This design comes from an exercise in tuning for small area and a short achievable clock period on the open sky130 flow, not from production work. Function was checked by simulation only, so behaviour that the tests miss may differ from the original.

Setup of run A:
// mbox
module mbox(clk, rst, op1, op2, mdsel, out);
  parameter XLEN = 32;
  input logic clk;
  input logic rst;
  input logic [(XLEN/2)-1:0] op1;
  input logic [(XLEN/2)-1:0] op2;
  input logic mdsel;
  output logic [XLEN-1:0] out;
  logic [15:0] a_n, b_n;    
  c_inv u1 (.a(op1[0]), .y(a_n[0]));
  c_inv u2 (.a(op2[0]), .y(b_n[0]));
  c_inv u3 (.a(op1[1]), .y(a_n[1]));
  c_inv u4 (.a(op2[1]), .y(b_n[1]));
  c_inv u5 (.a(op1[2]), .y(a_n[2]));
  c_inv u6 (.a(op2[2]), .y(b_n[2]));
  c_inv u7 (.a(op1[3]), .y(a_n[3]));
  c_inv u8 (.a(op2[3]), .y(b_n[3]));
  c_inv u9 (.a(op1[4]), .y(a_n[4]));
  c_inv u10 (.a(op2[4]), .y(b_n[4]));
  c_inv u11 (.a(op1[5]), .y(a_n[5]));
  c_inv u12 (.a(op2[5]), .y(b_n[5]));
  c_inv u13 (.a(op1[6]), .y(a_n[6]));
  c_inv u14 (.a(op2[6]), .y(b_n[6]));
  c_inv u15 (.a(op1[7]), .y(a_n[7]));
  c_inv u16 (.a(op2[7]), .y(b_n[7]));
  c_inv u17 (.a(op1[8]), .y(a_n[8]));
  c_inv u18 (.a(op2[8]), .y(b_n[8]));
  c_inv u19 (.a(op1[9]), .y(a_n[9]));
  c_inv u20 (.a(op2[9]), .y(b_n[9]));
  c_inv u21 (.a(op1[10]), .y(a_n[10]));
  ...
clock: 125.0 ns
lec_check: 0
abc_area: 1
cap_margin: 20
core_margin: 2
core_utilization: 65
slew_margin: 20
synth_hierarchical: 1
synth_minimum_keep_size: 0
standard.sh (not shown) runs the stock make flow with config.mk's settings and CLKGATE_MAP_FILE= SYNTH_SCRIPT=/design/flow/synth_recipe.tcl, a recipe that flattens the netlist after the stock synthesis.
==> flow/flow/run.sh <==
#!/bin/bash
# The standard layout with two changes:
#  - synthesis maps the logic with ABC using flow/abc.script (a yosys tcl
#    wrapper swaps the script; the rest of the standard synthesis is unchanged);
#  - plain buffers (buf_2) on the ports instead of the delay cell that
#    buffer_ports picks by default. Every port still gets a buffer.
set -euo pipefail
W=$(pwd)
cat > "$W/my_synth.tcl" <<EOT
proc abc {args} {
  set i [lsearch -exact \$args -script]
  if { \$i >= 0 } { lset args [expr {\$i+1}] $W/flow/abc.script }
  yosys abc {*}\$args
}
source $W/synth_recipe.tcl
EOT
sed "s#$W/synth_recipe.tcl#$W/my_synth.tcl#g" standard.sh > my_standard.sh
grep -q my_synth.tcl my_standard.sh
export BUFFER_PORTS_ARGS="-buffer_cell sky130_fd_sc_hd__buf_2"
bash my_standard.sh > standard.log 2>&1
==> flow/flow/abc.script <==
strash
dc2
dch
map -B 0.9
topo
stime -c
Run A completed end to end with timing, DRC and antenna clean.
For run B, these inputs were changed with respect to run A:
==> flow/flow/abc.script <==
strash
dch
map
topo
stime -c
buffer -c
upsize -c
dnsize -c
--- a/flow/config.mk
+++ b/flow/config.mk
@@ -10,3 +10,4 @@
 export CORE_MARGIN = 2
-export CORE_UTILIZATION = 65
+export CORE_UTILIZATION = 80
+export PLACE_DENSITY = 0.85
 export SLEW_MARGIN = 20
Results
- From run A to run B the numbers moved as follows: top fanout value on the critical path saw an increase, core region area saw a decrease, vertical extent of the die saw a decrease, net count after synthesis saw an increase, share of final layout cell area taken by clock buffers and inverters saw a decrease.
- Summary of run B over run A: cell area after synthesis up 2200 sq um, hold slack grew by 0.015 ns, sequential share of layout area lost 0.67 points, tap cell count shows a reduction of about 2.2%.
Relative to run B, the following input files were edited for run C:
--- a/flow/flow/run.sh
+++ b/flow/flow/run.sh
@@ -4,3 +4,3 @@
 #    wrapper swaps the script; the rest of the standard synthesis is unchanged);
-#  - plain buffers (buf_2) on the ports instead of the delay cell that
+#  - plain buffers (buf_4) on the ports instead of the delay cell that
 #    buffer_ports picks by default. Every port still gets a buffer.
@@ -18,3 +18,3 @@
 grep -q my_synth.tcl my_standard.sh
-export BUFFER_PORTS_ARGS="-buffer_cell sky130_fd_sc_hd__buf_2"
+export BUFFER_PORTS_ARGS="-buffer_cell sky130_fd_sc_hd__buf_4"
 bash my_standard.sh > standard.log 2>&1
==> flow/flow/abc.script <==
strash
dch
map -D 14000
topo
stime -c
buffer -c
upsize -c -D 14000
dnsize -c -D 14000
--- a/flow/config.mk
+++ b/flow/config.mk
@@ -10,4 +10,3 @@
 export CORE_MARGIN = 2
-export CORE_UTILIZATION = 80
-export PLACE_DENSITY = 0.85
+export CORE_UTILIZATION = 65
 export SLEW_MARGIN = 20
### Flow results
Height of the die: run B and run C compared, lower one is run B
Run C vs run B — highest fanout seen on the critical path dropped 13.
Synthesized cell count: run C < run B
Global placer's final weighted congestion of run C falls short of that of run B slightly.
Run C: via count is 791 lower than what run B reported.
Data required time at the worst endpoint: run B and run C compared, higher one is run C
Final area: run C > run B
Taking run B as the reference point, the core occupancy in the finished layout of run C falls by 14 points.
Here is what was changed in the inputs of run D compared with run C.
--- a/flow/flow/run.sh
+++ b/flow/flow/run.sh
@@ -4,3 +4,3 @@
 #    wrapper swaps the script; the rest of the standard synthesis is unchanged);
-#  - plain buffers (buf_4) on the ports instead of the delay cell that
+#  - plain buffers (buf_2) on the ports instead of the delay cell that
 #    buffer_ports picks by default. Every port still gets a buffer.
@@ -18,3 +18,3 @@
 grep -q my_synth.tcl my_standard.sh
-export BUFFER_PORTS_ARGS="-buffer_cell sky130_fd_sc_hd__buf_4"
+export BUFFER_PORTS_ARGS="-buffer_cell sky130_fd_sc_hd__buf_2"
 bash my_standard.sh > standard.log 2>&1
--- outcome ---
Run D against run C: relative area change from synthesis to final layout decreased by 1.2 points relative to the old numbers; minimum clock period after layout went up by 0.12 ns; worst setup slack decreased by 0.12 ns relative to the old numbers; portion of the clock cycle consumed by the worst path in the final layout did not really move.
The routed wire length of run D is higher than that of run C.

-- re-timing with driven ports --
The flow's constraints put no driver on any port. The routed layouts listed below were extracted and timed again, unchanged, in two steps. Step 1: set_driving_cell puts a clkbuf_16 on clk and a buf_2 on each other input, an assumption about the parent block. Step 2 times the ports against the registers' clock, not the clock port: input delays grow and output delays shrink by t, the midpoint of the rising clock arrivals with the driver on. Slacks: ideal ports / drivers / drivers and shift; pairs: ideal ports / drivers.
run | shift t [ns] | setup WS [ns] | latest minus earliest clock arrival (ns) | worst data-port slew with drivers (ns)
run A | 0.325 | 73.401 / 73.413 / 73.088 | 0.007 / 0.007 | 0.05
run B | 0.326 | 81.900 / 81.906 / 81.580 | 0.010 / 0.010 | 0.04
run C | 0.330 | 82.889 / 82.897 / 82.568 | 0.017 / 0.017 | 0.04
run D | 0.336 | 82.767 / 82.784 / 82.448 | 0.021 / 0.021 | 0.03
After both steps setup and hold are still met in every run listed. For run C, which loses most, drivers alone change the setup slack by +0.008 ns; drivers and shift together by -0.321 ns.
